This design comes from an exercise in tuning for small area, a short achievable clock period and few clock cycles on the open sky130 flow, not from production work. Function was not checked in any run shown here: the RTL went through the layout flow alone.

File: flow/design.v
module SP_wocg(
	clk,
	rst_n,
	in_valid,
	in_data,
	in_mode,
	out_valid,
	out_data
);
input clk, rst_n, in_valid;
input [2:0] in_mode;
input [8:0] in_data;
output reg out_valid;
output reg [8:0] out_data;
integer k;
function [8:0] qadd;     
	input [8:0] x, y;
	reg [9:0] s, s2;
	begin
		s  = {2'b0, x[7:0]} + {2'b0, y[7:0]};
		s2 = {2'b0, x[7:0]} + {2'b0, y[7:0]} + 10'd258;   
		if (s2[9]) qadd = {~(x[8] ^ y[8]), s2[7:0]};
		else       qadd = {x[8] ^ y[8], s[7:0]};
	end
endfunction
function [8:0] qsub;     
	input [8:0] x, y;
	reg [8:0] d, d2;
	begin
		d  = {1'b0, x[7:0]} - {1'b0, y[7:0]};
		d2 = {1'b0, x[7:0]} - {1'b0, y[7:0]} + 9'd254;
		if (d[8]) qsub = {~(x[8] ^ y[8]), d2[7:0]};
		else      qsub = {x[8] ^ y[8], d[7:0]};
	end
endfunction
function [8:0] maddq;    
	input [8:0] x, y;
	input       n;
	reg [9:0] s, s1;
	begin
		s  = {1'b0, x} + {1'b0, y ^ {9{n}}} + {9'd0, n};    
		s1 = s + (n ? 10'd509 : 10'd3);                     
		maddq = (n ? ~s[9] : s1[9]) ? s1[8:0] : s[8:0];
	end
endfunction
function [8:0] madd;     
	input [8:0] x, y;
	reg [9:0] s, s1;
	begin
		s  = {1'b0, x} + {1'b0, y};
		s1 = {1'b0, x} + {1'b0, y} + 10'd3;      
		madd = s1[9] ? s1[8:0] : s[8:0];
	end
endfunction
reg [4:0] cnt;           
reg [2:0] mode;
wire start = (cnt == 5'd0) && in_valid;
reg [4:0] os;            
always @(*) begin
	case ({mode[2], mode[1]})
		2'b00: os = 5'd6;
		2'b10: os = 5'd10;
		2'b01: os = 5'd10;
		default: os = 5'd16;
	endcase
end
wire last = (cnt == os + 5'd5);
wire [4:0] cnt_n = start ? 5'd1 : (cnt == 5'd0 || last) ? 5'd0 : cnt + 5'd1;
wire [2:0] mode_n = start ? in_mode : mode;
always @(posedge clk or negedge rst_n) begin
	if (!rst_n) cnt <= 5'd0;
	else        cnt <= cnt_n;
end
always @(posedge clk) if (start) mode <= in_mode;
reg ph_nl;       
reg ph_b;        
reg ph_k;        
reg k_first;     
reg ph_c;        
reg ph_s;        
reg ins;         
reg ph_o;        
reg first;       
always @(posedge clk or negedge rst_n) begin
	if (!rst_n) begin
		ph_nl <= 1'b0; ph_b <= 1'b0; ph_k <= 1'b0;
		ph_c <= 1'b0; ph_s <= 1'b0; ins <= 1'b0; k_first <= 1'b0;
		ph_o <= 1'b0; first <= 1'b0;
	end else begin
		ph_nl <= (cnt_n >= 5'd2) && (cnt_n <= 5'd7);
		first <= (cnt_n == 5'd2);
		ph_b  <= (cnt_n >= 5'd3) && (cnt_n <= 5'd8);
		ph_k  <= mode_n[1] && (cnt_n >= 5'd7) && (cnt_n <= 5'd12);
		k_first <= (cnt_n == 5'd7);
		ph_c  <= mode_n[1] && (cnt_n >= 5'd9) && (cnt_n <= 5'd14);
		ph_s  <= !mode_n[1] && (cnt_n >= 5'd4) && (cnt_n <= 5'd9);
		ins   <= mode_n[2] && (mode_n[1] ? (cnt_n >= 5'd10) && (cnt_n <= 5'd15)
		                                 : (cnt_n >= 5'd4) && (cnt_n <= 5'd9));
		ph_o  <= (cnt_n != 5'd0) && (cnt_n >= os);
	end
end
reg [7:0] af_r;          
reg       ahi_r;         
wire      in_hi = in_data[8];
wire [7:0] in_f = in_hi ? ~in_data[7:0] - 8'd2 : in_data[7:0];    
always @(posedge clk) begin
	af_r  <= in_f;
	ahi_r <= in_hi;
end
reg  [8:0] nlog_t;
always @(*) begin
	case (af_r)
      8'd0: nlog_t = 9'd0;
      8'd1: nlog_t = 9'd0;
      8'd2: nlog_t = 9'd169;
      8'd3: nlog_t = 9'd507;
      8'd4: nlog_t = 9'd340;
      8'd5: nlog_t = 9'd480;
      8'd6: nlog_t = 9'd166;
      8'd7: nlog_t = 9'd231;
      8'd8: nlog_t = 9'd509;
      8'd9: nlog_t = 9'd504;
      8'd10: nlog_t = 9'd139;
      8'd11: nlog_t = 9'd182;
      8'd12: nlog_t = 9'd337;
      8'd13: nlog_t = 9'd213;
      8'd14: nlog_t = 9'd402;
      8'd15: nlog_t = 9'd477;
      8'd16: nlog_t = 9'd168;
      8'd17: nlog_t = 9'd374;
      8'd18: nlog_t = 9'd163;
      8'd19: nlog_t = 9'd349;
      8'd20: nlog_t = 9'd310;
      8'd21: nlog_t = 9'd228;
      8'd22: nlog_t = 9'd353;
      8'd23: nlog_t = 9'd410;
      8'd24: nlog_t = 9'd506;
      8'd25: nlog_t = 9'd450;
      8'd26: nlog_t = 9'd384;
      8'd27: nlog_t = 9'd501;
      8'd28: nlog_t = 9'd61;
      8'd29: nlog_t = 9'd50;
      8'd30: nlog_t = 9'd136;
      8'd31: nlog_t = 9'd301;
      8'd32: nlog_t = 9'd339;
      8'd33: nlog_t = 9'd179;
      8'd34: nlog_t = 9'd33;
      8'd35: nlog_t = 9'd201;
      8'd36: nlog_t = 9'd334;
      8'd37: nlog_t = 9'd102;
      8'd38: nlog_t = 9'd8;
      8'd39: nlog_t = 9'd210;
      8'd40: nlog_t = 9'd479;
      8'd41: nlog_t = 9'd293;
      8'd42: nlog_t = 9'd399;
      8'd43: nlog_t = 9'd406;
      8'd44: nlog_t = 9'd12;
      8'd45: nlog_t = 9'd474;
      8'd46: nlog_t = 9'd69;
      8'd47: nlog_t = 9'd327;
      8'd48: nlog_t = 9'd165;
      8'd49: nlog_t = 9'd464;
      8'd50: nlog_t = 9'd109;
      8'd51: nlog_t = 9'd371;
      8'd52: nlog_t = 9'd43;
      8'd53: nlog_t = 9'd89;
      8'd54: nlog_t = 9'd160;
      8'd55: nlog_t = 9'd152;
      8'd56: nlog_t = 9'd230;
      8'd57: nlog_t = 9'd346;
      8'd58: nlog_t = 9'd219;
      8'd59: nlog_t = 9'd359;
      8'd60: nlog_t = 9'd307;
      8'd61: nlog_t = 9'd485;
      8'd62: nlog_t = 9'd470;
      8'd63: nlog_t = 9'd225;
      8'd64: nlog_t = 9'd508;
      8'd65: nlog_t = 9'd183;
      8'd66: nlog_t = 9'd350;
      8'd67: nlog_t = 9'd502;
      8'd68: nlog_t = 9'd202;
      8'd69: nlog_t = 9'd407;
      8'd70: nlog_t = 9'd372;
      8'd71: nlog_t = 9'd360;
      8'd72: nlog_t = 9'd503;
      8'd73: nlog_t = 9'd448;
      8'd74: nlog_t = 9'd273;
      8'd75: nlog_t = 9'd447;
      8'd76: nlog_t = 9'd177;
      8'd77: nlog_t = 9'd415;
      8'd78: nlog_t = 9'd381;
      8'd79: nlog_t = 9'd291;
      8'd80: nlog_t = 9'd138;
      8'd81: nlog_t = 9'd498;
      8'd82: nlog_t = 9'd462;
      8'd83: nlog_t = 9'd272;
      8'd84: nlog_t = 9'd58;
      8'd85: nlog_t = 9'd344;
      8'd86: nlog_t = 9'd65;
      8'd87: nlog_t = 9'd47;
      8'd88: nlog_t = 9'd181;
      8'd89: nlog_t = 9'd284;
      8'd90: nlog_t = 9'd133;
      8'd91: nlog_t = 9'd446;
      8'd92: nlog_t = 9'd238;
      8'd93: nlog_t = 9'd298;
      8'd94: nlog_t = 9'd496;
      8'd95: nlog_t = 9'd319;
      8'd96: nlog_t = 9'd336;
      8'd97: nlog_t = 9'd282;
      8'd98: nlog_t = 9'd123;
      8'd99: nlog_t = 9'd176;
      8'd100: nlog_t = 9'd280;
      8'd101: nlog_t = 9'd114;
      8'd102: nlog_t = 9'd30;
      8'd103: nlog_t = 9'd196;
      8'd104: nlog_t = 9'd212;
      8'd105: nlog_t = 9'd198;
      8'd106: nlog_t = 9'd260;
      8'd107: nlog_t = 9'd414;
      8'd108: nlog_t = 9'd331;
      8'd109: nlog_t = 9'd364;
      8'd110: nlog_t = 9'd323;
      8'd111: nlog_t = 9'd99;
      8'd112: nlog_t = 9'd401;
      8'd113: nlog_t = 9'd262;
      8'd114: nlog_t = 9'd5;
      8'd115: nlog_t = 9'd380;
      8'd116: nlog_t = 9'd390;
      8'd117: nlog_t = 9'd207;
      8'd118: nlog_t = 9'd18;
      8'd119: nlog_t = 9'd95;
      8'd120: nlog_t = 9'd476;
      8'd121: nlog_t = 9'd366;
      8'd122: nlog_t = 9'd144;
      8'd123: nlog_t = 9'd290;
      8'd124: nlog_t = 9'd129;
      8'd125: nlog_t = 9'd420;
      8'd126: nlog_t = 9'd396;
      8'd127: nlog_t = 9'd426;
      8'd128: nlog_t = 9'd167;
      8'd129: nlog_t = 9'd403;
      8'd130: nlog_t = 9'd354;
      8'd131: nlog_t = 9'd137;
      8'd132: nlog_t = 9'd9;
      8'd133: nlog_t = 9'd70;
      8'd134: nlog_t = 9'd161;
      8'd135: nlog_t = 9'd471;
      8'd136: nlog_t = 9'd373;
      8'd137: nlog_t = 9'd382;
      8'd138: nlog_t = 9'd66;
      8'd139: nlog_t = 9'd497;
      8'd140: nlog_t = 9'd31;
      8'd141: nlog_t = 9'd324;
      8'd142: nlog_t = 9'd19;
      8'd143: nlog_t = 9'd397;
      8'd144: nlog_t = 9'd162;
      8'd145: nlog_t = 9'd20;
      8'd146: nlog_t = 9'd107;
      8'd147: nlog_t = 9'd461;
      8'd148: nlog_t = 9'd442;
      8'd149: nlog_t = 9'd217;
      8'd150: nlog_t = 9'd106;
      8'd151: nlog_t = 9'd489;
      8'd152: nlog_t = 9'd348;
      8'd153: nlog_t = 9'd368;
      8'd154: nlog_t = 9'd74;
      8'd155: nlog_t = 9'd271;
      8'd156: nlog_t = 9'd40;
      8'd157: nlog_t = 9'd267;
      8'd158: nlog_t = 9'd460;
      8'd159: nlog_t = 9'd86;
      8'd160: nlog_t = 9'd309;
      8'd161: nlog_t = 9'd131;
      8'd162: nlog_t = 9'd157;
      8'd163: nlog_t = 9'd57;
      8'd164: nlog_t = 9'd121;
      8'd165: nlog_t = 9'd149;
      8'd166: nlog_t = 9'd441;
      8'd167: nlog_t = 9'd258;
      8'd168: nlog_t = 9'd227;
      8'd169: nlog_t = 9'd428;
      8'd170: nlog_t = 9'd3;
      8'd171: nlog_t = 9'd343;
      8'd172: nlog_t = 9'd234;
      8'd173: nlog_t = 9'd142;
      8'd174: nlog_t = 9'd216;
      8'd175: nlog_t = 9'd171;
      8'd176: nlog_t = 9'd352;
      8'd177: nlog_t = 9'd356;
      8'd178: nlog_t = 9'd453;
      8'd179: nlog_t = 9'd64;
      8'd180: nlog_t = 9'd304;
      8'd181: nlog_t = 9'd36;
      8'd182: nlog_t = 9'd105;
      8'd183: nlog_t = 9'd482;
      8'd184: nlog_t = 9'd409;
      8'd185: nlog_t = 9'd72;
      8'd186: nlog_t = 9'd467;
      8'd187: nlog_t = 9'd46;
      8'd188: nlog_t = 9'd155;
      8'd189: nlog_t = 9'd222;
      8'd190: nlog_t = 9'd488;
      8'd191: nlog_t = 9'd1;
      8'd192: nlog_t = 9'd505;
      8'd193: nlog_t = 9'd375;
      8'd194: nlog_t = 9'd451;
      8'd195: nlog_t = 9'd180;
      8'd196: nlog_t = 9'd294;
      8'd197: nlog_t = 9'd465;
      8'd198: nlog_t = 9'd347;
      8'd199: nlog_t = 9'd184;
      8'd200: nlog_t = 9'd449;
      8'd201: nlog_t = 9'd499;
      8'd202: nlog_t = 9'd285;
      8'd203: nlog_t = 9'd283;
      8'd204: nlog_t = 9'd199;
      8'd205: nlog_t = 9'd263;
      8'd206: nlog_t = 9'd367;
      8'd207: nlog_t = 9'd404;
      8'd208: nlog_t = 9'd383;
      8'd209: nlog_t = 9'd21;
      8'd210: nlog_t = 9'd369;
      8'd211: nlog_t = 9'd132;
      8'd212: nlog_t = 9'd429;
      8'd213: nlog_t = 9'd357;
      8'd214: nlog_t = 9'd73;
      8'd215: nlog_t = 9'd376;
      8'd216: nlog_t = 9'd500;
      8'd217: nlog_t = 9'd22;
      8'd218: nlog_t = 9'd23;
      8'd219: nlog_t = 9'd445;
      8'd220: nlog_t = 9'd492;
      8'd221: nlog_t = 9'd77;
      8'd222: nlog_t = 9'd270;
      8'd223: nlog_t = 9'd312;
      8'd224: nlog_t = 9'd60;
      8'd225: nlog_t = 9'd444;
      8'd226: nlog_t = 9'd431;
      8'd227: nlog_t = 9'd237;
      8'd228: nlog_t = 9'd174;
      8'd229: nlog_t = 9'd456;
      8'd230: nlog_t = 9'd39;
      8'd231: nlog_t = 9'd412;
      8'd232: nlog_t = 9'd49;
      8'd233: nlog_t = 9'd491;
      8'd234: nlog_t = 9'd378;
      8'd235: nlog_t = 9'd297;
      8'd236: nlog_t = 9'd187;
      8'd237: nlog_t = 9'd288;
      8'd238: nlog_t = 9'd266;
      8'd239: nlog_t = 9'd386;
      8'd240: nlog_t = 9'd135;
      8'd241: nlog_t = 9'd76;
      8'd242: nlog_t = 9'd25;
      8'd243: nlog_t = 9'd495;
      8'd244: nlog_t = 9'd315;
      8'd245: nlog_t = 9'd434;
      8'd246: nlog_t = 9'd459;
      8'd247: nlog_t = 9'd52;
      8'd248: nlog_t = 9'd300;
      8'd249: nlog_t = 9'd269;
      8'd250: nlog_t = 9'd79;
      8'd251: nlog_t = 9'd318;
      8'd252: nlog_t = 9'd55;
      8'd253: nlog_t = 9'd82;
      8'd254: nlog_t = 9'd85;
      8'd255: nlog_t = 9'd341;
	endcase
end
wire [8:0] nl_a = {nlog_t[8] ^ ahi_r, nlog_t[7:0]};
reg  [8:0] e_in;
reg  [8:0] ns;
reg  [8:0] t_r;          
reg        tq_r;         
reg  [8:0] exp_t;
always @(*) begin
	case (e_in[7:0])
      8'd0: exp_t = 9'd1;
      8'd1: exp_t = 9'd8;
      8'd2: exp_t = 9'd64;
      8'd3: exp_t = 9'd3;
      8'd4: exp_t = 9'd24;
      8'd5: exp_t = 9'd192;
      8'd6: exp_t = 9'd9;
      8'd7: exp_t = 9'd72;
      8'd8: exp_t = 9'd67;
      8'd9: exp_t = 9'd27;
      8'd10: exp_t = 9'd216;
      8'd11: exp_t = 9'd201;
      8'd12: exp_t = 9'd81;
      8'd13: exp_t = 9'd139;
      8'd14: exp_t = 9'd94;
      8'd15: exp_t = 9'd243;
      8'd16: exp_t = 9'd417;
      8'd17: exp_t = 9'd282;
      8'd18: exp_t = 9'd220;
      8'd19: exp_t = 9'd233;
      8'd20: exp_t = 9'd337;
      8'd21: exp_t = 9'd151;
      8'd22: exp_t = 9'd190;
      8'd23: exp_t = 9'd502;
      8'd24: exp_t = 9'd453;
      8'd25: exp_t = 9'd61;
      8'd26: exp_t = 9'd488;
      8'd27: exp_t = 9'd341;
      8'd28: exp_t = 9'd183;
      8'd29: exp_t = 9'd446;
      8'd30: exp_t = 9'd5;
      8'd31: exp_t = 9'd40;
      8'd32: exp_t = 9'd320;
      8'd33: exp_t = 9'd15;
      8'd34: exp_t = 9'd120;
      8'd35: exp_t = 9'd451;
      8'd36: exp_t = 9'd45;
      8'd37: exp_t = 9'd360;
      8'd38: exp_t = 9'd335;
      8'd39: exp_t = 9'd135;
      8'd40: exp_t = 9'd62;
      8'd41: exp_t = 9'd496;
      8'd42: exp_t = 9'd405;
      8'd43: exp_t = 9'd186;
      8'd44: exp_t = 9'd470;
      8'd45: exp_t = 9'd197;
      8'd46: exp_t = 9'd49;
      8'd47: exp_t = 9'd392;
      8'd48: exp_t = 9'd82;
      8'd49: exp_t = 9'd147;
      8'd50: exp_t = 9'd158;
      8'd51: exp_t = 9'd246;
      8'd52: exp_t = 9'd441;
      8'd53: exp_t = 9'd474;
      8'd54: exp_t = 9'd229;
      8'd55: exp_t = 9'd305;
      8'd56: exp_t = 9'd404;
      8'd57: exp_t = 9'd178;
      8'd58: exp_t = 9'd406;
      8'd59: exp_t = 9'd194;
      8'd60: exp_t = 9'd25;
      8'd61: exp_t = 9'd200;
      8'd62: exp_t = 9'd73;
      8'd63: exp_t = 9'd75;
      8'd64: exp_t = 9'd91;
      8'd65: exp_t = 9'd219;
      8'd66: exp_t = 9'd225;
      8'd67: exp_t = 9'd273;
      8'd68: exp_t = 9'd148;
      8'd69: exp_t = 9'd166;
      8'd70: exp_t = 9'd310;
      8'd71: exp_t = 9'd444;
      8'd72: exp_t = 9'd498;
      8'd73: exp_t = 9'd421;
      8'd74: exp_t = 9'd314;
      8'd75: exp_t = 9'd476;
      8'd76: exp_t = 9'd245;
      8'd77: exp_t = 9'd433;
      8'd78: exp_t = 9'd410;
      8'd79: exp_t = 9'd226;
      8'd80: exp_t = 9'd281;
      8'd81: exp_t = 9'd212;
      8'd82: exp_t = 9'd169;
      8'd83: exp_t = 9'd334;
      8'd84: exp_t = 9'd127;
      8'd85: exp_t = 9'd507;
      8'd86: exp_t = 9'd493;
      8'd87: exp_t = 9'd381;
      8'd88: exp_t = 9'd503;
      8'd89: exp_t = 9'd461;
      8'd90: exp_t = 9'd125;
      8'd91: exp_t = 9'd491;
      8'd92: exp_t = 9'd365;
      8'd93: exp_t = 9'd375;
      8'd94: exp_t = 9'd455;
      8'd95: exp_t = 9'd77;
      8'd96: exp_t = 9'd107;
      8'd97: exp_t = 9'd347;
      8'd98: exp_t = 9'd231;
      8'd99: exp_t = 9'd321;
      8'd100: exp_t = 9'd23;
      8'd101: exp_t = 9'd184;
      8'd102: exp_t = 9'd454;
      8'd103: exp_t = 9'd69;
      8'd104: exp_t = 9'd43;
      8'd105: exp_t = 9'd344;
      8'd106: exp_t = 9'd207;
      8'd107: exp_t = 9'd129;
      8'd108: exp_t = 9'd14;
      8'd109: exp_t = 9'd112;
      8'd110: exp_t = 9'd387;
      8'd111: exp_t = 9'd42;
      8'd112: exp_t = 9'd336;
      8'd113: exp_t = 9'd143;
      8'd114: exp_t = 9'd126;
      8'd115: exp_t = 9'd499;
      8'd116: exp_t = 9'd429;
      8'd117: exp_t = 9'd378;
      8'd118: exp_t = 9'd479;
      8'd119: exp_t = 9'd269;
      8'd120: exp_t = 9'd116;
      8'd121: exp_t = 9'd419;
      8'd122: exp_t = 9'd298;
      8'd123: exp_t = 9'd348;
      8'd124: exp_t = 9'd239;
      8'd125: exp_t = 9'd385;
      8'd126: exp_t = 9'd26;
      8'd127: exp_t = 9'd208;
      8'd128: exp_t = 9'd137;
      8'd129: exp_t = 9'd78;
      8'd130: exp_t = 9'd115;
      8'd131: exp_t = 9'd411;
      8'd132: exp_t = 9'd234;
      8'd133: exp_t = 9'd345;
      8'd134: exp_t = 9'd215;
      8'd135: exp_t = 9'd193;
      8'd136: exp_t = 9'd17;
      8'd137: exp_t = 9'd136;
      8'd138: exp_t = 9'd70;
      8'd139: exp_t = 9'd51;
      8'd140: exp_t = 9'd408;
      8'd141: exp_t = 9'd210;
      8'd142: exp_t = 9'd153;
      8'd143: exp_t = 9'd206;
      8'd144: exp_t = 9'd121;
      8'd145: exp_t = 9'd459;
      8'd146: exp_t = 9'd109;
      8'd147: exp_t = 9'd363;
      8'd148: exp_t = 9'd359;
      8'd149: exp_t = 9'd327;
      8'd150: exp_t = 9'd71;
      8'd151: exp_t = 9'd59;
      8'd152: exp_t = 9'd472;
      8'd153: exp_t = 9'd213;
      8'd154: exp_t = 9'd177;
      8'd155: exp_t = 9'd398;
      8'd156: exp_t = 9'd130;
      8'd157: exp_t = 9'd22;
      8'd158: exp_t = 9'd176;
      8'd159: exp_t = 9'd390;
      8'd160: exp_t = 9'd66;
      8'd161: exp_t = 9'd19;
      8'd162: exp_t = 9'd152;
      8'd163: exp_t = 9'd198;
      8'd164: exp_t = 9'd57;
      8'd165: exp_t = 9'd456;
      8'd166: exp_t = 9'd85;
      8'd167: exp_t = 9'd171;
      8'd168: exp_t = 9'd350;
      8'd169: exp_t = 9'd255;
      8'd170: exp_t = 9'd4;
      8'd171: exp_t = 9'd32;
      8'd172: exp_t = 9'd256;
      8'd173: exp_t = 9'd12;
      8'd174: exp_t = 9'd96;
      8'd175: exp_t = 9'd259;
      8'd176: exp_t = 9'd36;
      8'd177: exp_t = 9'd288;
      8'd178: exp_t = 9'd268;
      8'd179: exp_t = 9'd108;
      8'd180: exp_t = 9'd355;
      8'd181: exp_t = 9'd295;
      8'd182: exp_t = 9'd324;
      8'd183: exp_t = 9'd47;
      8'd184: exp_t = 9'd376;
      8'd185: exp_t = 9'd463;
      8'd186: exp_t = 9'd141;
      8'd187: exp_t = 9'd110;
      8'd188: exp_t = 9'd371;
      8'd189: exp_t = 9'd423;
      8'd190: exp_t = 9'd330;
      8'd191: exp_t = 9'd95;
      8'd192: exp_t = 9'd251;
      8'd193: exp_t = 9'd481;
      8'd194: exp_t = 9'd285;
      8'd195: exp_t = 9'd244;
      8'd196: exp_t = 9'd425;
      8'd197: exp_t = 9'd346;
      8'd198: exp_t = 9'd223;
      8'd199: exp_t = 9'd257;
      8'd200: exp_t = 9'd20;
      8'd201: exp_t = 9'd160;
      8'd202: exp_t = 9'd262;
      8'd203: exp_t = 9'd60;
      8'd204: exp_t = 9'd480;
      8'd205: exp_t = 9'd277;
      8'd206: exp_t = 9'd180;
      8'd207: exp_t = 9'd422;
      8'd208: exp_t = 9'd322;
      8'd209: exp_t = 9'd31;
      8'd210: exp_t = 9'd248;
      8'd211: exp_t = 9'd457;
      8'd212: exp_t = 9'd93;
      8'd213: exp_t = 9'd235;
      8'd214: exp_t = 9'd353;
      8'd215: exp_t = 9'd279;
      8'd216: exp_t = 9'd196;
      8'd217: exp_t = 9'd41;
      8'd218: exp_t = 9'd328;
      8'd219: exp_t = 9'd79;
      8'd220: exp_t = 9'd123;
      8'd221: exp_t = 9'd475;
      8'd222: exp_t = 9'd237;
      8'd223: exp_t = 9'd369;
      8'd224: exp_t = 9'd407;
      8'd225: exp_t = 9'd202;
      8'd226: exp_t = 9'd89;
      8'd227: exp_t = 9'd203;
      8'd228: exp_t = 9'd97;
      8'd229: exp_t = 9'd267;
      8'd230: exp_t = 9'd100;
      8'd231: exp_t = 9'd291;
      8'd232: exp_t = 9'd292;
      8'd233: exp_t = 9'd300;
      8'd234: exp_t = 9'd364;
      8'd235: exp_t = 9'd367;
      8'd236: exp_t = 9'd391;
      8'd237: exp_t = 9'd74;
      8'd238: exp_t = 9'd83;
      8'd239: exp_t = 9'd155;
      8'd240: exp_t = 9'd222;
      8'd241: exp_t = 9'd249;
      8'd242: exp_t = 9'd465;
      8'd243: exp_t = 9'd157;
      8'd244: exp_t = 9'd238;
      8'd245: exp_t = 9'd377;
      8'd246: exp_t = 9'd471;
      8'd247: exp_t = 9'd205;
      8'd248: exp_t = 9'd113;
      8'd249: exp_t = 9'd395;
      8'd250: exp_t = 9'd106;
      8'd251: exp_t = 9'd339;
      8'd252: exp_t = 9'd167;
      8'd253: exp_t = 9'd318;
      8'd254: exp_t = 9'd0;
      8'd255: exp_t = 9'd0;
	endcase
end
always @(posedge clk) begin
	t_r  <= exp_t;
	tq_r <= e_in[8];
end
wire [8:0] v_r = tq_r ? 9'd509 - t_r : t_r;
reg [8:0] rs [0:5];      
reg [8:0] rc [0:5];      
reg       rv [0:5];      
wire [8:0] ns_n = first ? e_in : qadd(ns, e_in);
wire [8:0] ns_x = k_first ? ns_n : ns;
wire [8:0] k_x = mode[0] ? ns_x : rc[0];
wire [8:0] k_y = mode[0] ? rc[0] : ns_x;
always @(posedge clk) e_in <= ph_k ? qsub(k_x, k_y) : nl_a;
always @(posedge clk) if (ph_nl) ns <= ns_n;
wire [8:0] bval = mode[0] ? v_r : rs[2];
wire [8:0] s_y = (mode[0] | ph_c) ? t_r : rs[2];
wire       s_n = (mode[0] | ph_c) & tq_r;
reg  [5:0] gt;           
always @(*) begin
	for (k = 0; k < 6; k = k + 1)
		gt[k] = (k == 3) || (rv[k] && (rc[3] < rc[k]));
end
always @(posedge clk) begin
	for (k = 0; k < 6; k = k + 1) begin
		rs[(k+1)%6] <= rs[k];
		if (ins && gt[k]) rc[(k+1)%6] <= gt[(k+1)%6] ? rc[(k+1)%6] : rc[3];
		else              rc[(k+1)%6] <= rc[k];
		rv[(k+1)%6] <= rv[k] & ~start;
	end
	if (in_valid) rs[0] <= in_data;
	if (ph_nl) rc[2] <= e_in;
	if (ph_b || ph_c) begin
		rs[3] <= maddq(rs[2], s_y, s_n);
		rc[3] <= ph_c ? v_r : mode[1] ? rc[2] : bval;
	end
	if (ph_s) rs[4] <= madd(rs[3], rc[3]);
	if (ins) rv[4] <= 1'b1;
end
wire       o_3 = mode[2] | mode[1];
wire [8:0] e_val = madd(o_3 ? rs[3] : rs[5], o_3 ? rc[3] : rc[5]);
always @(posedge clk or negedge rst_n) begin
	if (!rst_n) begin
		out_valid <= 1'b0;
		out_data  <= 9'd0;
	end else begin
		out_valid <= ph_o;
		out_data  <= ph_o ? e_val : 9'd0;
	end
end
endmodule
File: flow/run.sh
#!/bin/bash
# synth_recipe.tcl (not shown) runs the flow's synth.tcl, then flattens the netlist and writes it again
# the make line also repeats each setting of config.mk as NAME=value (left out here)
make -C /OpenROAD-flow-scripts/flow DESIGN_CONFIG=/design/flow/config.mk WORK_HOME=/design/flow/orfs CLKGATE_MAP_FILE= SYNTH_SCRIPT=/design/flow/synth_recipe.tcl finish
File: flow/config.mk
export PLATFORM = sky130hd
export DESIGN_NAME = SP_wocg
export DESIGN_NICKNAME = SP_wocg
export VERILOG_FILES = /design/flow/design.v
export SDC_FILE = /design/flow/constraint.sdc
export NUM_CORES = 4
export LEC_CHECK = 0
export ABC_AREA = 1
export ABC_CLOCK_PERIOD_IN_PS = 3500
export CAP_MARGIN = 20
export CORE_MARGIN = 2
export CORE_UTILIZATION = 40
export SETUP_SLACK_MARGIN = 4.0
export SLEW_MARGIN = 20
export SYNTH_MEMORY_MAX_BITS = 16384
export TNS_END_PERCENT = 5
File: flow/constraint.sdc
create_clock -name core_clock -period 8.0 [get_ports {clk}]
set_input_delay 1.6000 -clock core_clock [delete_from_list [all_inputs] [get_ports {clk}]]
set_output_delay 1.6000 -clock core_clock [all_outputs]
set_load 0.01 [all_outputs]
==> summary.md, run 1 <==
| Metric | Value |
|---|---|
| Outcome | `no timing/DRC/antenna violations` |
| Via Count | `19.66k` |
| FF+latch count, synth | `roughly 180` |
| Clock Tree Root | `clkbuf_16` |
| Relative slew slack | `0.2939` |
| First-pass GRT wire length | `111.9 mm` |
| H-tree depth | `4` |
| Pin count of the biggest net entering global routing | `69` |
| Area Overhead vs Synth | `12.71%` |
| Clock skew | `0.03197 ns` |
| RSZ-0062 raised after global routing | `yes` |
| Final net count | `about 2.8k` |
| Vias per cell | `6.083` |
| Hold Vio Cnt, Final | `0` |
| Num CTS Buffers | `17` |
| I/O pins | `25` |
| Commonest non-fill, non-tap cells in the layout | `602 x nand2_1, 285 x inv_1, 252 x nand3_1` |
| Synth Net Count | `about 2.8k` |
| Routed wire per std cell | `23.43 um` |
| Top cell type's share of synthesized area | `0.1351` |
| Critical path endpoint | `nlog_t[6]` |
| Peak Freq | `0.2406 GHz` |
| CP max FO | `36` |
| Crit path launch type | `input port` |
| CP required | `about 8.4 ns` |
| Layout cells sized above 1 | `0.1032` |
| Dominant cells by area after synthesis | `nand2_1 14%, edfxtp_1 11%, dfxtp_1 11%` |
| Clk Latency, worst-skew pair | `0.49 ns` |
| Crit path arrival time | `approximately 4.5 ns` |
| Reg-to-Reg End | `rs[3][7]` |
| Worst Max-Slew Pin Slew | `about 1.1 ns` |
| CTS tree | `yes` |
| Worst Path Class, Setup | `in2reg` |
| Most common cell after layout, fill and taps aside | `nand2_1` |
| Initial core utilization | `0.4030` |
| CP startpoint | `in_data[2]` |
| Site Rows | `76` |
| First-pass DRT Iterations | `8` |
| Final period util | `0.5195` |
| FFs w/ async S/R, synth | `0.1341` |
| Die Area | `44880 um^2` |
| DIE HEIGHT | `211.9 um` |
| Finished Core Util | `0.4542` |
| Seq/Total Area, Yosys | `0.2514` |
| Drt drc | `0` |
| Slew Limit Fails | `0` |
| Port bufs | `24` |
| Final min period | `4.156 ns` |
| # clock sinks | `179` |
| Distinct cells, synth | `around 70` |
| Synth Instances | `between 2k and 3k` |
| Max Cap Violations | `0` |
| Worst R2R Setup Slack | `between 3 and 4 ns` |
| Worst Hold Class | `reg2reg` |
| Grt ovf | `0` |
| Drt initial violations | `2398` |
| CTS clk-pin slew, worst paths | `0.07 ns` |
| DP HPWL | `55.87 mm` |
| Reg2Reg Depth | `24` |
| Routed Antenna Nets | `0` |
| Bufs on Longest Clock Path | `2` |
| GPL Wtd Cong | `1.090` |
| Die W | `211.9 um` |
| Syn. warnings | `4` |
| Total Routing Usage GR | `0.3312` |
| N_diodes | `0` |
| CP Capture Type | `flip-flop` |
| Vias in the first global route | `18.19k` |
| Detailed Route WL | `75.69 mm` |
| Endpoints failing setup | `0` |
| Final setup TNS | `0 ns` |
| Commonest register cell after synthesis | `dfxtp_1` |
| RR Startpoint | `mode[0]` |
| Cell Area, Synth | `17280 um^2` |
| Cell taking the most area after synthesis | `nand2_1` |
| Synth Area per Inst | `6.556 um^2` |
| Initial antenna violation count | `1` |
| Post-synth EDFFs | `64` |
| Core ar. | `42890 um^2` |
==> worst max-delay path: stages <==
cell	delay, ns
clkdlybuf4s50_1	0.54
nand3_1	0.14
nand2_1	0.18
xor2_4	0.58
inv_4	0.34
or2_1	0.45
o31ai_1	0.29
nand3_1	0.11
nand3_1	0.18
nand2_1	0.07
==> through the flow <==
| step | hold slack (ns) | area (um^2) | setup slack [ns] | instances |
|---|---|---|---|---|
| 2_1_floorplan | 0.3096 | 17280 | 4.010 | 2636 |
| 4_1_cts | 0.3245 | 18900 | 3.773 | 3210 |
| 3_3_place_gp | 0.3100 | 18000 | 2.676 | 3156 |
| 6_report | 0.3211 | 19480 | 3.844 | 3231 |
| 3_5_place_dp | 0.3121 | 18000 | 2.689 | 3156 |
| 5_1_grt | 0.3228 | 19480 | 3.632 | 3231 |
==> worst min-delay path by stage <==
stage                  start  slack, ns  endpoint  cells past startpoint
floorplan           rs[0][0]       0.31  rs[1][0]                      0
global placement    rs[0][6]       0.31  rs[1][6]                      0
detailed placement  rs[0][0]       0.31  rs[1][0]                      0
CTS                 rs[0][1]       0.32  rs[1][1]                      0
global route        rs[0][7]       0.32  rs[1][7]                      0
finish              rs[0][1]       0.32  rs[1][1]                      0
==> logic make-up after synthesis <==
| family | count (synthesis) | synth area share |
|---|---|---|
| multiplexers | 6 | 0.003837 |
| flip-flops | 179 | 0.2514 |
| XOR/XNOR | 70 | 0.03765 |
| adder cells (fa/ha/maj) | 140 | 0.1035 |
| AND/OR/NAND/NOR | 1181 | 0.2918 |
| buffers and inverters | 445 | 0.1003 |
| AO/OA/AOI/OAI | 615 | 0.2115 |
==> timing repair <==
item                                   CTS  global route
endpoints found under the hold margin    0             0
resized for setup                       47           100
gates cloned                             1             2
hold buffers                             0             0
setup buffers                           21            19
pin swaps                               18            45
setup endpoints to repair               35            37
==> synthesized netlist by cell type, types with 9 or more instances <==
| cell type | instances |
|---|---|
| nand2_1 | 622 |
| inv_1 | 291 |
| nand3_1 | 261 |
| nor2_1 | 196 |
| o21ai_0 | 194 |
| a21oi_1 | 153 |
| ha_1 | 135 |
| dfxtp_1 | 91 |
| o211ai_1 | 68 |
| edfxtp_1 | 64 |
| clkbuf_1 | 62 |
| o21ai_1 | 54 |
| xor2_1 | 41 |
| inv_2 | 36 |
| buf_2 | 32 |
| a31oi_1 | 29 |
| nand4_1 | 29 |
| nor3_1 | 29 |
| dfrtp_1 | 24 |
| xnor2_1 | 24 |
| buf_1 | 14 |
| o22ai_1 | 13 |
| a211oi_1 | 10 |
| nor2_2 | 9 |
| o2111ai_1 | 9 |
| o221ai_1 | 9 |
==> per-layer routing <==
layer | track usage | routed length (um) | vias to the layer above
met5 | 0 | 12 | -
met2 | 0.4964 | 32560 | 1226
met3 | 0.06750 | 7460 | 266
li1 | - | - | 8964
met1 | 0.4537 | 31890 | 9197
met4 | 0.1586 | 3767 | 2
==> layout make-up <==
cell class / count / area (um^2)
inverters: 332 / 1274
clock buffers: 18 / 439.2
multi-input cells: 2014 / 11740
repair buffers: 89 / 784.5
well taps: 585 / 732.0
flip-flops and latches: 179 / 4360
fillers: 4466 / 23410
clock inverters: 14 / 152.6
==> sequential cells by signal, summed over array words and instances (netlist names), 3 cells and up <==
signal	cells
rc	54
out_data	9
nlog_t	9
mode	3
e_in	9
rv	6
t_r	9
cnt	5
rs	54
ns	9
==> run 2: changes to the inputs <==
--- a/flow/design.v
+++ b/flow/design.v
@@ -38,8 +38,8 @@
 	input       n;
 	reg [9:0] s, s1;
 	begin
-		s  = {1'b0, x} + {1'b0, y ^ {9{n}}} + {9'd0, n};    
-		s1 = s + (n ? 10'd509 : 10'd3);                     
+		s  = {1'b0, x} + {1'b0, y ^ {9{n}}} + {9'd0, n};             
+		s1 = {1'b0, x} + {1'b0, y ^ {9{n}}} + (n ? 10'd510 : 10'd3);  
 		maddq = (n ? ~s[9] : s1[9]) ? s1[8:0] : s[8:0];
 	end
 endfunction
@@ -79,13 +79,15 @@
 reg ph_c;        
 reg ph_s;        
 reg ins;         
+reg s3_t;        
+reg s3_n;        
 reg ph_o;        
 reg first;       
 always @(posedge clk or negedge rst_n) begin
 	if (!rst_n) begin
 		ph_nl <= 1'b0; ph_b <= 1'b0; ph_k <= 1'b0;
 		ph_c <= 1'b0; ph_s <= 1'b0; ins <= 1'b0; k_first <= 1'b0;
-		ph_o <= 1'b0; first <= 1'b0;
+		ph_o <= 1'b0; first <= 1'b0; s3_t <= 1'b0; s3_n <= 1'b0;
 	end else begin
 		ph_nl <= (cnt_n >= 5'd2) && (cnt_n <= 5'd7);
 		first <= (cnt_n == 5'd2);
@@ -97,6 +99,8 @@
 		ins   <= mode_n[2] && (mode_n[1] ? (cnt_n >= 5'd10) && (cnt_n <= 5'd15)
 		                                 : (cnt_n >= 5'd4) && (cnt_n <= 5'd9));
 		ph_o  <= (cnt_n != 5'd0) && (cnt_n >= os);
+		s3_t  <= mode_n[0] || (mode_n[1] && (cnt_n >= 5'd9) && (cnt_n <= 5'd14));
+		s3_n  <= (mode_n[0] || (mode_n[1] && (cnt_n >= 5'd9) && (cnt_n <= 5'd14))) && e_in[8];
 	end
 end
 reg [7:0] af_r;          
@@ -649,8 +653,8 @@
 always @(posedge clk) e_in <= ph_k ? qsub(k_x, k_y) : nl_a;
 always @(posedge clk) if (ph_nl) ns <= ns_n;
 wire [8:0] bval = mode[0] ? v_r : rs[2];
-wire [8:0] s_y = (mode[0] | ph_c) ? t_r : rs[2];
-wire       s_n = (mode[0] | ph_c) & tq_r;
+wire [8:0] s_y = s3_t ? t_r : rs[2];
+wire       s_n = s3_n;
 reg  [5:0] gt;           
 always @(*) begin
 	for (k = 0; k < 6; k = k + 1)
==> summary.md, run 2 <==
| Metric | Value |
|---|---|
| Top-count cell post-synth | `nand2_1` |
| Synth Instances | `between 2k and 3k` |
| Num CTS Buffers | `17` |
| Worst Max-Slew Pin Slew | `1.098 ns` |
| Drt initial violations | `2580` |
| Outcome | `no timing/DRC/antenna violations` |
| Hold Vio Cnt, Final | `0` |
| Relative slew slack | `0.2655` |
| FFs w/ async S/R, synth | `0.1436` |
| Detailed Route WL | `~76 mm` |
| Vias in the first global route | `between 15k and 20k` |
| Total Routing Usage GR | `0.3345` |
| Clock Tree Root | `clkbuf_16` |
| Crit path arrival time | `4.73 ns` |
| Peak Freq | `~0.23 GHz` |
| Bufs and invs on worst path | `3` |
| Crit path launch type | `input port` |
| CP peak stage delay | `0.61 ns` |
| Final net count | `2754` |
| Die W | `212.7 um` |
| Bufs on Longest Clock Path | `2` |
| Seq/Total Area, Yosys | `0.2517` |
| Cell Area, Synth | `between 15000 and 20000 um^2` |
| Area Overhead vs Synth | `10.90%` |
| Endpoints failing setup | `0` |
| Initial core utilization | `0.4052` |
| Clk Latency, worst-skew pair | `0.45 ns` |
| Grt ovf | `0` |
| Cells along the critical path | `clkdlybuf4s50_1, nand3_1, nand2_1, xor2_4, buf_4, buf_4, nand4_1, nand3_1, a21oi_1, o21ai_0, o21ai_0` |
| Site Rows | `between 70 and 80` |
| Dominant cells by area after synthesis | `nand2_1 13%, edfxtp_1 11%, dfxtp_1 11%` |
| Via Count | `19.28k` |
| Max Cap Violations | `0` |
| Final setup TNS | `0 ns` |
| Vias per cell | `approximately 6.0` |
| Routed Antenna Nets | `0` |
| RR Startpoint | `ns[0]` |
| Synth Net Count | `2766` |
| Slew Limit Fails | `0` |
| Worst Path Class, Setup | `in2reg` |
| Commonest non-fill, non-tap cells in the layout | `579 x nand2_1, 309 x inv_1, 238 x o21ai_0` |
| RSZ-0062 raised after global routing | `yes` |
| CTS tree | `yes` |
| FF+latch count, synth | `181` |
| GPL Wtd Cong | `~1.1` |
| Port bufs | `24` |
| DP HPWL | `56.13 mm` |
| Post-synth EDFFs | `63` |
| Most common cell after layout, fill and taps aside | `nand2_1` |
| Initial antenna violation count | `2` |
| CP max FO | `42` |
| Layout cells sized above 1 | `0.08589` |
| Drt drc | `0` |
| Core ar. | `~43000 um^2` |
| Routed wire per std cell | `23.74 um` |
| Die Area | `around 45000 um^2` |
| Final min period | `~4.4 ns` |
| Cell taking the most area after synthesis | `nand2_1` |
| Top flop regs | `rc: 54 flops, rs: 54 flops` |
| CP startpoint | `in_data[2]` |
| Distinct cells, synth | `74` |
| CP required | `8.31 ns` |
| CTS clk-pin slew, worst paths | `0.08 ns` |
| Top delay family on crit path | `buffers and inverters` |
| Pin count of the biggest net entering global routing | `75` |
| H-tree depth | `4` |
| First-pass GRT wire length | `113.2 mm` |
| Top cells by count, synth | `596 x nand2_1, 310 x inv_1, 245 x o21ai_0, 233 x nand3_1, 191 x nor2_1` |
| Worst Min Path Start | `rs[1][3]` |
| Clock skew | `0.01526 ns` |
| Commonest register cell after synthesis | `dfxtp_1` |
| Critical path's slowest cell | `clkdlybuf4s50_1` |
| Final period util | `0.5526` |
| Worst Hold Class | `reg2reg` |
| I/O pins | `25` |
| Syn. warnings | `4` |
| CP Capture Type | `flip-flop` |
| DIE HEIGHT | `approximately 210 um` |
| # clock sinks | `181` |
| Top cell type's share of synthesized area | `0.1284` |
| First-pass DRT Iterations | `7` |
| Synth Area per Inst | `6.681 um^2` |
-- run 2: cell count changes in the layout (fill, tap and decap cells not counted), moves of 6 or more --
cell | before | now
o21ai_0 | 186 | 238
o21ai_1 | 54 | 18
inv_2 | 34 | 5
inv_1 | 285 | 309
nand2_1 | 602 | 579
nand3_1 | 252 | 229
a21oi_1 | 148 | 135
o221ai_1 | 9 | 21
nand2_2 | 20 | 31
xor2_1 | 35 | 45
ha_1 | 125 | 134
nor3_1 | 25 | 18
buf_4 | 57 | 51
-- run 2: layer usage --
metal / share of wire / wire length (um) / track usage / vias to the layer above
met4: 0.058 / 4396 / 0.1714 / 0
met1: 0.41 / 31030 / 0.4416 / 8972
met2: 0.44 / 33550 / 0.5310 / 1158
li1: - / - / - / 8877
met3: 0.090 / 6835 / 0.05015 / 268
met5: 0 / 0 / 0 / -
-- run 2: area by class of cell --
type	instances	area [um^2]
Fill cell	4533	23670
Clock buffer	23	499.2
Inverter	325	1226
Antenna cell	1	2.502
Timing Repair Buffer	80	700.7
Tap cell	585	732.0
Clock inverter	9	80.08
Sequential cell	181	4394
Multi-Input combinational cell	1990	11680
-- run 2: path summary, 6_finish.rpt --
kind | cells past startpoint | slack, ns | endpoint
worst max register to register | 26 | 3.60 | e_in[6]
min in group asynchronous | 2 | 1.53 | s3_t
worst min-delay path | 0 | 0.33 | rs[2][3]
max in group asynchronous | 2 | 6.13 | out_data[7]
worst min register to register | 0 | 0.33 | rs[2][3]
worst max-delay path | 11 | 3.58 | nlog_t[8]
-- run 2: worst register-to-register path: stages (launching register included) --
cell and delay, ns:
edfxtp_1 0.44, ha_4 0.21, fa_2 0.41, xor2_2 0.21
ha_2 0.24, nand3_4 0.09, nor2_4 0.15, nand3_4 0.11
nand2_8 0.11, nand2_2 0.06, o21ai_2 0.06, o21ai_2 0.08
nand2_2 0.10, o21ai_4 0.09, nand2_1 0.09, o21ai_1 0.10
ha_1 0.32, buf_4 0.16, a21oi_2 0.12, nand2_1 0.14
a21oi_2 0.18, o21bai_2 0.10, xor2_1 0.16, nor3_1 0.18
nand3_1 0.12, xnor2_1 0.19, o21ai_1 0.08
-- run 2: timing repair --
action                                  4_1_cts  5_1_grt
pin swaps                                    24       31
endpoints found under the setup margin       40       45
hold buffers                                  0        0
gates resized for setup                      59       29
setup buffers                                16        6
-- run 2: stage by stage --
step             util  setup slack (ns)  cell area (um^2)  instances  hold slack [ns]
6_report       0.4494             3.579             19310       3194           0.3261
5_1_grt        0.4493             3.403             19310       3193           0.3284
4_1_cts        0.4452             3.778             19130       3187           0.3272
3_5_place_dp   0.4243             2.646             18240       3139           0.3143
3_3_place_gp   0.4243             2.602             18240       3139           0.3107
2_1_floorplan       -             4.002             17460       2607           0.3096
-- run 2: logic make-up after synthesis --
| logic type | count (synthesis) | share of synthesized area |
|---|---|---|
| flip-flops | 181 | 0.2517 |
| AND/OR/NAND/NOR | 1127 | 0.2782 |
| buffers and inverters | 436 | 0.09899 |
| multiplexers | 3 | 0.001724 |
| XOR/XNOR | 81 | 0.04310 |
| adder cells (fa/ha/maj) | 144 | 0.1056 |
| AO/OA/AOI/OAI | 635 | 0.2207 |
==> run 3: changes to the inputs <==
--- a/flow/design.v
+++ b/flow/design.v
@@ -38,8 +38,8 @@
 	input       n;
 	reg [9:0] s, s1;
 	begin
-		s  = {1'b0, x} + {1'b0, y ^ {9{n}}} + {9'd0, n};             
-		s1 = {1'b0, x} + {1'b0, y ^ {9{n}}} + (n ? 10'd510 : 10'd3);  
+		s  = {1'b0, x} + {1'b0, y ^ {9{n}}} + {9'd0, n};    
+		s1 = s + (n ? 10'd509 : 10'd3);                     
 		maddq = (n ? ~s[9] : s1[9]) ? s1[8:0] : s[8:0];
 	end
 endfunction
@@ -66,7 +66,6 @@
 end
 wire last = (cnt == os + 5'd5);
 wire [4:0] cnt_n = start ? 5'd1 : (cnt == 5'd0 || last) ? 5'd0 : cnt + 5'd1;
-wire [2:0] mode_n = start ? in_mode : mode;
 always @(posedge clk or negedge rst_n) begin
 	if (!rst_n) cnt <= 5'd0;
 	else        cnt <= cnt_n;
@@ -75,32 +74,28 @@
 reg ph_nl;       
 reg ph_b;        
 reg ph_k;        
-reg k_first;     
+reg ph_ns;       
 reg ph_c;        
 reg ph_s;        
 reg ins;         
-reg s3_t;        
-reg s3_n;        
 reg ph_o;        
 reg first;       
 always @(posedge clk or negedge rst_n) begin
 	if (!rst_n) begin
 		ph_nl <= 1'b0; ph_b <= 1'b0; ph_k <= 1'b0;
-		ph_c <= 1'b0; ph_s <= 1'b0; ins <= 1'b0; k_first <= 1'b0;
-		ph_o <= 1'b0; first <= 1'b0; s3_t <= 1'b0; s3_n <= 1'b0;
+		ph_c <= 1'b0; ph_s <= 1'b0; ins <= 1'b0; ph_ns <= 1'b0;
+		ph_o <= 1'b0; first <= 1'b0;
 	end else begin
-		ph_nl <= (cnt_n >= 5'd2) && (cnt_n <= 5'd7);
-		first <= (cnt_n == 5'd2);
-		ph_b  <= (cnt_n >= 5'd3) && (cnt_n <= 5'd8);
-		ph_k  <= mode_n[1] && (cnt_n >= 5'd7) && (cnt_n <= 5'd12);
-		k_first <= (cnt_n == 5'd7);
-		ph_c  <= mode_n[1] && (cnt_n >= 5'd9) && (cnt_n <= 5'd14);
-		ph_s  <= !mode_n[1] && (cnt_n >= 5'd4) && (cnt_n <= 5'd9);
-		ins   <= mode_n[2] && (mode_n[1] ? (cnt_n >= 5'd10) && (cnt_n <= 5'd15)
-		                                 : (cnt_n >= 5'd4) && (cnt_n <= 5'd9));
-		ph_o  <= (cnt_n != 5'd0) && (cnt_n >= os);
-		s3_t  <= mode_n[0] || (mode_n[1] && (cnt_n >= 5'd9) && (cnt_n <= 5'd14));
-		s3_n  <= (mode_n[0] || (mode_n[1] && (cnt_n >= 5'd9) && (cnt_n <= 5'd14))) && e_in[8];
+		ph_nl <= (cnt >= 5'd1) && (cnt <= 5'd6);
+		first <= start;
+		ph_ns <= start || ((cnt >= 5'd1) && (cnt <= 5'd5));
+		ph_b  <= (cnt >= 5'd2) && (cnt <= 5'd7);
+		ph_k  <= mode[1] && (cnt >= 5'd6) && (cnt <= 5'd11);
+		ph_c  <= mode[1] && (cnt >= 5'd8) && (cnt <= 5'd13);
+		ph_s  <= !mode[1] && (cnt >= 5'd3) && (cnt <= 5'd8);
+		ins   <= mode[2] && (mode[1] ? (cnt >= 5'd9) && (cnt <= 5'd14)
+		                             : (cnt >= 5'd3) && (cnt <= 5'd8));
+		ph_o  <= (cnt != 5'd0) && !last && (cnt + 5'd1 >= os);
 	end
 end
 reg [7:0] af_r;          
@@ -646,15 +641,13 @@
 reg [8:0] rs [0:5];      
 reg [8:0] rc [0:5];      
 reg       rv [0:5];      
-wire [8:0] ns_n = first ? e_in : qadd(ns, e_in);
-wire [8:0] ns_x = k_first ? ns_n : ns;
-wire [8:0] k_x = mode[0] ? ns_x : rc[0];
-wire [8:0] k_y = mode[0] ? rc[0] : ns_x;
+wire [8:0] k_x = mode[0] ? ns : rc[0];
+wire [8:0] k_y = mode[0] ? rc[0] : ns;
 always @(posedge clk) e_in <= ph_k ? qsub(k_x, k_y) : nl_a;
-always @(posedge clk) if (ph_nl) ns <= ns_n;
+always @(posedge clk) if (ph_ns) ns <= first ? nl_a : qadd(ns, nl_a);
 wire [8:0] bval = mode[0] ? v_r : rs[2];
-wire [8:0] s_y = s3_t ? t_r : rs[2];
-wire       s_n = s3_n;
+wire [8:0] s_y = (mode[0] | ph_c) ? t_r : rs[2];
+wire       s_n = (mode[0] | ph_c) & tq_r;
 reg  [5:0] gt;           
 always @(*) begin
 	for (k = 0; k < 6; k = k + 1)
==> summary.md, run 3 <==
| Metric | Value |
|---|---|
| Top-count cell post-synth | `nand2_1` |
| Final setup TNS | `0 ns` |
| Drt drc | `0` |
| Drt initial violations | `2650` |
| First-pass DRT Iterations | `9` |
| Die W | `209.2 um` |
| Outcome | `no timing/DRC/antenna violations` |
| Worst Path Class, Setup | `in2reg` |
| First-pass GRT wire length | `113.6 mm` |
| H-tree depth | `4` |
| Most common cell after layout, fill and taps aside | `nand2_1` |
| Routed Antenna Nets | `0` |
| Clock skew | `0.03786 ns` |
| Main combinational cell family by area after synthesis | `simple AND/OR/NAND/NOR gates` |
| CTS tree | `yes` |
| Final min period | `4.035 ns` |
| Post-synth EDFFs | `66` |
| GPL Wtd Cong | `between 1 and 1.5` |
| Commonest non-fill, non-tap cells in the layout | `562 x nand2_1, 306 x inv_1, 254 x o21ai_0` |
| Seq/Total Area, Yosys | `0.2592` |
| # fillers | `4342` |
| Port bufs | `24` |
| Slew Limit Fails | `0` |
| Site Rows | `75` |
| FF+latch count, synth | `between 150 and 200` |
| CP max FO | `15` |
| Core ar. | `between 40000 and 50000 um^2` |
| CTS clk-pin slew, worst paths | `0.09 ns` |
| Die Area | `43750 um^2` |
| Syn. warnings | `4` |
| I/O pins | `25` |
| Dominant cells by area after synthesis | `nand2_1 13%, edfxtp_1 12%, dfxtp_1 11%` |
| Num CTS Buffers | `17` |
| FFs w/ async S/R, synth | `0.1341` |
| Synth Area per Inst | `6.668 um^2` |
| Hold Vio Cnt, Final | `0` |
| Vias per cell | `between 6 and 7` |
| Detailed Route WL | `approximately 78 mm` |
| DIE HEIGHT | `209.2 um` |
| CP Capture Type | `flip-flop` |
| Clock Tree Root | `clkbuf_16` |
| DP HPWL | `just under 60 mm` |
| Initial core utilization | `0.4032` |
| Synth Net Count | `approximately 2.7k` |
| Layout cells sized above 1 | `0.07295` |
| Bufs on Longest Clock Path | `2` |
| Synth Area in Compound Gates | `0.2290` |
| Routed wire per std cell | `roughly 25 um` |
| Crit path launch type | `input port` |
| Synth Instances | `2525` |
| RSZ-0062 raised after global routing | `yes` |
| Worst Max-Slew Pin Slew | `roughly 1.1 ns` |
| Top cell type's share of synthesized area | `0.1273` |
| Synth Area in Simple Gates | `0.2645` |
| # clock sinks | `179` |
| Vias in the first global route | `17.64k` |
| N_diodes | `0` |
| CTS hold repair buffers | `0` |
| Area Overhead vs Synth | `11.03%` |
| Max Cap Violations | `0` |
| Cell taking the most area after synthesis | `nand2_1` |
| Total Routing Usage GR | `0.3477` |
| Via Count | `18.98k` |
| Crit path arrival time | `4.43 ns` |
| Cell Area, Synth | `16840 um^2` |
| Initial antenna violation count | `2` |
| Multiplexer share of the synthesized area | `0.003270` |
| Distinct cells, synth | `67` |
| Worst Hold Class | `reg2reg` |
| CP required | `8.39 ns` |
| Top cells by count, synth | `571 x nand2_1, 311 x inv_1, 270 x o21ai_0, 206 x nor2_1, 193 x nand3_1` |
| Endpoints failing setup | `0` |
| Commonest register cell after synthesis | `dfxtp_1` |
| Relative slew slack | `0.2908` |
| Top flop regs | `rc: 54 flops, rs: 54 flops` |
| Post-synthesis adder-cell area fraction | `0.1048` |
| Finished Core Util | `0.4476` |
| Final net count | `2676` |
| Clk Latency, worst-skew pair | `0.51 ns` |
| Grt ovf | `0` |
| Post-synthesis xor/xnor area fraction | `0.03998` |
| Peak Freq | `0.2478 GHz` |
| Final period util | `0.5044` |
| Pin count of the biggest net entering global routing | `67` |
==> run 3: cell count changes after synthesis, moves of 15 or more <==
cell and change:
o21ai_0 +25, o211ai_1 -16, nand2_1 -25, buf_2 -23
nand3_1 -40, nor2_1 +15
==> run 3: through the flow <==
| stage | cells | hold WS (ns) | instance area, um^2 | setup WS (ns) |
|---|---|---|---|---|
| 6_report | 3075 | 0.3281 | 18690 | 3.965 |
| 5_1_grt | 3075 | 0.3303 | 18690 | 3.921 |
| 4_1_cts | 3053 | 0.3288 | 18350 | 3.959 |
| 3_5_place_dp | 3016 | 0.3121 | 17590 | 2.584 |
| 3_3_place_gp | 3016 | 0.3109 | 17590 | 2.555 |
| 2_1_floorplan | 2525 | 0.3096 | 16840 | 4.236 |
==> run 3: cell families (layout without fill, tap and decap cells) <==
logic type,after synthesis,count (layout)
XOR/XNOR,76,76
AND/OR/NAND/NOR,1049,1050
adder cells (fa/ha/maj),138,138
multiplexers,5,5
flip-flops,179,179
buffers and inverters,430,440
AO/OA/AOI/OAI,648,648
==> run 3: repair_timing <==
action                                  4_1_cts  5_1_grt
cloned                                        0        3
setup buffers                                 5       19
gates resized for setup                      51       51
pin swaps                                     2        3
endpoints found under the setup margin       27       27
==> run 3: cell type report <==
| cell class | count | area [um^2] | share of cell area |
|---|---|---|---|
| clock buffers | 17 | 425.4 | 0.02276 |
| clock inverters | 15 | 158.9 | 0.008501 |
| inverters | 324 | 1245 | 0.06660 |
| multi-input cells | 1917 | 11050 | 0.5912 |
| flip-flops and latches | 179 | 4368 | 0.2337 |
| well taps | 539 | 674.4 | 0.03608 |
| repair buffers | 83 | 764.5 | 0.04090 |
| repair inverters | 1 | 5.005 | 0.0002677 |
==> run 3: per-layer routing <==
metal / vias up / part of all wire / wire length (um) / track usage
li1: 8619 / - / - / -
met1: 8837 / 0.41 / 32040 / 0.4592
met2: 1224 / 0.42 / 32300 / 0.5167
met3: 292 / 0.11 / 8349 / 0.09378
met4: 4 / 0.063 / 4863 / 0.1857
met5: - / 0.00030 / 23 / 0
==> run 3: path summary, 6_finish.rpt <==
path                            startpoint          end  slack, ns  cells after the start
worst max-delay path            in_data[1]    nlog_t[6]       3.96                     10
worst min-delay path              rs[1][1]     rs[2][1]       0.33                      0
worst max register to register     mode[1]  out_data[8]       4.06                     16
worst min register to register    rs[1][1]     rs[2][1]       0.33                      0
max in group asynchronous            rst_n        first       6.22                      2
min in group asynchronous            rst_n  out_data[4]       1.45                      2
==> run 3: worst max-delay path: stages <==
cell and delay [ns]:
clkdlybuf4s15_2 0.44, ha_1 0.31, inv_1 0.12, o41ai_1 0.53, xor2_1 0.12, buf_4 0.24, inv_1 0.51, nand3_1 0.28
o211ai_1 0.18, nand2_1 0.08
==> run 4: changes to the inputs <==
--- a/flow/design.v
+++ b/flow/design.v
@@ -59,9 +59,9 @@
 always @(*) begin
 	case ({mode[2], mode[1]})
 		2'b00: os = 5'd6;
-		2'b10: os = 5'd10;
+		2'b10: os = 5'd9;
 		2'b01: os = 5'd10;
-		default: os = 5'd16;
+		default: os = 5'd15;
 	endcase
 end
 wire last = (cnt == os + 5'd5);
@@ -93,8 +93,8 @@
 		ph_k  <= mode[1] && (cnt >= 5'd6) && (cnt <= 5'd11);
 		ph_c  <= mode[1] && (cnt >= 5'd8) && (cnt <= 5'd13);
 		ph_s  <= !mode[1] && (cnt >= 5'd3) && (cnt <= 5'd8);
-		ins   <= mode[2] && (mode[1] ? (cnt >= 5'd9) && (cnt <= 5'd14)
-		                             : (cnt >= 5'd3) && (cnt <= 5'd8));
+		ins   <= mode[2] && (mode[1] ? (cnt >= 5'd8) && (cnt <= 5'd13)
+		                             : (cnt >= 5'd2) && (cnt <= 5'd7));
 		ph_o  <= (cnt != 5'd0) && !last && (cnt + 5'd1 >= os);
 	end
 end
@@ -641,6 +641,7 @@
 reg [8:0] rs [0:5];      
 reg [8:0] rc [0:5];      
 reg       rv [0:5];      
+reg [8:0] x_r;           
 wire [8:0] k_x = mode[0] ? ns : rc[0];
 wire [8:0] k_y = mode[0] ? rc[0] : ns;
 always @(posedge clk) e_in <= ph_k ? qsub(k_x, k_y) : nl_a;
@@ -648,15 +649,16 @@
 wire [8:0] bval = mode[0] ? v_r : rs[2];
 wire [8:0] s_y = (mode[0] | ph_c) ? t_r : rs[2];
 wire       s_n = (mode[0] | ph_c) & tq_r;
+wire [8:0] x = mode[1] ? v_r : bval;
 reg  [5:0] gt;           
 always @(*) begin
 	for (k = 0; k < 6; k = k + 1)
-		gt[k] = (k == 3) || (rv[k] && (rc[3] < rc[k]));
+		gt[k] = (k == 2) || (rv[k] && (x < rc[k]));
 end
 always @(posedge clk) begin
 	for (k = 0; k < 6; k = k + 1) begin
 		rs[(k+1)%6] <= rs[k];
-		if (ins && gt[k]) rc[(k+1)%6] <= gt[(k+1)%6] ? rc[(k+1)%6] : rc[3];
+		if (ins && gt[k]) rc[(k+1)%6] <= (gt[(k+1)%6] && k != 1) ? rc[(k+1)%6] : x;
 		else              rc[(k+1)%6] <= rc[k];
 		rv[(k+1)%6] <= rv[k] & ~start;
 	end
@@ -664,13 +666,21 @@
 	if (ph_nl) rc[2] <= e_in;
 	if (ph_b || ph_c) begin
 		rs[3] <= maddq(rs[2], s_y, s_n);
-		rc[3] <= ph_c ? v_r : mode[1] ? rc[2] : bval;
+		if (!ins) rc[3] <= ph_c ? v_r : mode[1] ? rc[2] : bval;
 	end
-	if (ph_s) rs[4] <= madd(rs[3], rc[3]);
-	if (ins) rv[4] <= 1'b1;
+	x_r <= bval;
+	if (ph_s) rs[4] <= madd(rs[3], x_r);
+	if (ins) rv[3] <= 1'b1;
 end
-wire       o_3 = mode[2] | mode[1];
-wire [8:0] e_val = madd(o_3 ? rs[3] : rs[5], o_3 ? rc[3] : rc[5]);
+reg [8:0] o_s, o_c;
+always @(*) begin
+	case ({mode[2], mode[1]})
+		2'b00:   begin o_s = rs[5]; o_c = rc[5]; end
+		2'b01:   begin o_s = rs[3]; o_c = rc[3]; end
+		default: begin o_s = rs[2]; o_c = rc[2]; end
+	endcase
+end
+wire [8:0] e_val = madd(o_s, o_c);
 always @(posedge clk or negedge rst_n) begin
 	if (!rst_n) begin
 		out_valid <= 1'b0;
==> summary.md, run 4 <==
| Metric | Value |
|---|---|
| Pin count of the biggest net entering global routing | `61` |
| Most common cell after layout, fill and taps aside | `nand2_1` |
| Hold_ws | `0.3281 ns` |
| Seq/Total Area, Yosys | `0.2479` |
| Synth Instances | `~2.7k` |
| Worst Path Class, Setup | `in2reg` |
| Port bufs | `24` |
| Met1 usage | `0.4197` |
| FF+latch count, synth | `188` |
| RSZ-0062 raised after global routing | `yes` |
| Post-synth EDFFs | `48` |
| FFs w/ async S/R, synth | `0.1277` |
| CP max FO | `30` |
| Commonest register cell after synthesis | `dfxtp_1` |
| Final period util | `0.5060` |
| Drt initial violations | `2698` |
| Final setup TNS | `0 ns` |
| Cell taking the most area after synthesis | `nand2_1` |
| Area Overhead vs Synth | `13.15%` |
| Initial core utilization | `0.4070` |
| # fillers | `between 4k and 5k` |
| First-pass DRT Iterations | `6` |
| DP HPWL | `56.94 mm` |
| Site Rows | `76` |
| Layer with the highest usage | `met2` |
| Crit path launch type | `input port` |
| Layout cells sized above 1 | `0.09978` |
| Die W | `213.8 um` |
| CTS clk-pin slew, worst paths | `0.08 ns` |
| CP required | `8.41 ns` |
| Top-count cell post-synth | `nand2_1` |
| Relative slew slack | `0.2294` |
| CTS tree | `yes` |
| Clk Latency, worst-skew pair | `0.47 ns` |
| Via Count | `roughly 20k` |
| Vias per cell | `a little over 6` |
| Synth Net Count | `2847` |
| Vias in the first global route | `18.67k` |
| GPL Wtd Cong | `1.103` |
| Top flop regs | `rc: 54 flops, rs: 54 flops` |
| Hold Crit Depth | `0` |
| Routed Antenna Nets | `0` |
| Core ar. | `43270 um^2` |
| Grt ovf | `0` |
| Endpoints failing setup | `0` |
| Peak Freq | `0.2471 GHz` |
| Initial antenna violation count | `0` |
| Final min period | `4.048 ns` |
| Outcome | `no timing/DRC/antenna violations` |
| Drt drc | `0` |
| Top cells by count, synth | `622 x nand2_1, 336 x inv_1, 269 x o21ai_0, 215 x nor2_1, 214 x nand3_1` |
| Reg2Reg Depth | `11` |
| Slew Limit Fails | `0` |
| Final net count | `roughly 2.9k` |
| Syn. warnings | `4` |
| CTS hold repair buffers | `0` |
| Num CTS Buffers | `17` |
| Dominant cells by area after synthesis | `nand2_1 13%, dfxtp_1 13%, ha_1 10%` |
| Finished Core Util | `0.4605` |
| Worst Hold Class | `reg2reg` |
| Hold Vio Cnt, Final | `0` |
| DIE HEIGHT | `213.8 um` |
| Clock Tree Root | `clkbuf_16` |
| Cell Area, Synth | `17610 um^2` |
| Detailed Route WL | `76.88 mm` |
| Total Routing Usage GR | `0.3331` |
| Routed wire per std cell | `23.35 um` |
| GR Layer Usage met3 | `0.06210` |
| Die Area | `45710 um^2` |
| Crit path arrival time | `4.45 ns` |
| Clock skew | `0.01705 ns` |
| I/O pins | `25` |
| First-pass GRT wire length | `approximately 110 mm` |
| Distinct cells, synth | `69` |
| Synth Area per Inst | `6.553 um^2` |
| Top cell type's share of synthesized area | `0.1326` |
| Worst Max-Slew Pin Slew | `1.155 ns` |
| Bufs on Longest Clock Path | `2` |
| Commonest non-fill, non-tap cells in the layout | `606 x nand2_1, 322 x inv_1, 254 x o21ai_0` |
| CP Capture Type | `flip-flop` |
| Max Cap Violations | `0` |
| # clock sinks | `188` |
| H-tree depth | `4` |
| Met2 usage | `0.5362` |
[run 4: path summary, 6_finish.rpt]
| check | endpoint | slack [ns] | start |
|---|---|---|---|
| worst max-delay path | nlog_t[6] | 3.95 | in_data[1] |
| worst min-delay path | rs[5][3] | 0.33 | rs[4][3] |
| worst max register to register | t_r[6] | 3.96 | e_in[0] |
| worst min register to register | rs[5][3] | 0.33 | rs[4][3] |
| max in group asynchronous | ph_c | 6.26 | rst_n |
| min in group asynchronous | ph_c | 1.48 | rst_n |
[run 4: area by class of cell]
class | count | area [um^2] | area share
flip-flops and latches | 188 | 4372 | 0.2194
clock inverters | 13 | 141.4 | 0.007096
repair buffers | 94 | 907.1 | 0.04553
multi-input cells | 2040 | 11930 | 0.5990
clock buffers | 19 | 452.9 | 0.02273
inverters | 351 | 1375 | 0.06902
well taps | 585 | 732.0 | 0.03674
repair inverters | 1 | 5.005 | 0.0002512
diodes | 2 | 5.005 | 0.0002512
[run 4: kinds of logic (layout without fill, tap and decap cells)]
kind of cell | after synthesis | in the layout | synth area share
xor gates and xnor gates | 67 | 67 | 0.03418
AOI/OAI and AO/OA | 680 | 680 | 0.2338
and+or+nand+nor | 1143 | 1148 | 0.2761
other | 0 | 2 | 0
adders and majority gates | 145 | 145 | 0.1047
buffers and inverters | 464 | 478 | 0.1033
DFF | 188 | 188 | 0.2479
[run 4: layer usage]
metal / wire, um / vias up / share of wire
li1: - / 9170 / -
met1: 30090 / 9270 / 0.39
met2: 34520 / 1226 / 0.45
met3: 7637 / 295 / 0.099
met4: 4630 / 0 / 0.060
met5: 0 / - / 0
[run 4: worst max-delay path, cell delays in order]
cell             delay, ns
clkdlybuf4s50_1       0.45
buf_12                0.18
ha_2                  0.23
inv_1                 0.10
nand3_2               0.22
nand2_8               0.22
buf_8                 0.27
nand2_2               0.19
inv_1                 0.13
nand2_1               0.16
nand2_1               0.11
nand2_1               0.07
a21oi_2               0.24
o221ai_1              0.18
nand2_1               0.09
[run 4: repair_timing]
action                     4_1_cts  5_1_grt
pin swaps                        4       18
gates cloned                     2        6
resized for setup               90       89
setup endpoints to repair      126      111
buffers inserted                11       24
[run 4: metrics by stage]
| step | instance area [um^2] | cells | worst slack, ns |
|---|---|---|---|
| floorplan | 17610 | 2687 | 4.143 |
| global placement | 18350 | 3216 | 2.263 |
| detailed placement | 18360 | 3216 | 2.465 |
| CTS | 19350 | 3261 | 3.944 |
| global route | 19920 | 3291 | 3.889 |
| finish | 19920 | 3293 | 3.952 |

[what the ideal ports hide]
In the flow no input, the clock included, has a driving cell. The finished layouts below were timed again as built, in two steps.
Step 1 assumes that a clkbuf_16 drives the clock port and a buf_2 every other input.
Step 2 times the ports against the registers' clock, not the clock port: input delays grow and output delays shrink by t, the midpoint of the rising clock arrivals with the driver on.
Three values: no drivers, after step 1, after step 2; two values: the first two.
run | shift t [ns] | slack for setup (ns) | worst setup path after step 2 | pins driven straight from the clock port
run 1 | 0.528 | 3.844 / 3.875 / 3.349 | input to register | 1
run 2 | 0.496 | 3.579 / 3.601 / 3.113 | input to register | 1
run 3 | 0.545 | 3.965 / 3.997 / 3.452 | input to register | 1
run 4 | 0.518 | 3.952 / 3.961 / 3.472 | input to register | 1
After both steps setup and hold are still met in every run listed. The setup slack of run 3, which loses most, moves by +0.032 ns with the drivers and by -0.513 ns with both steps.
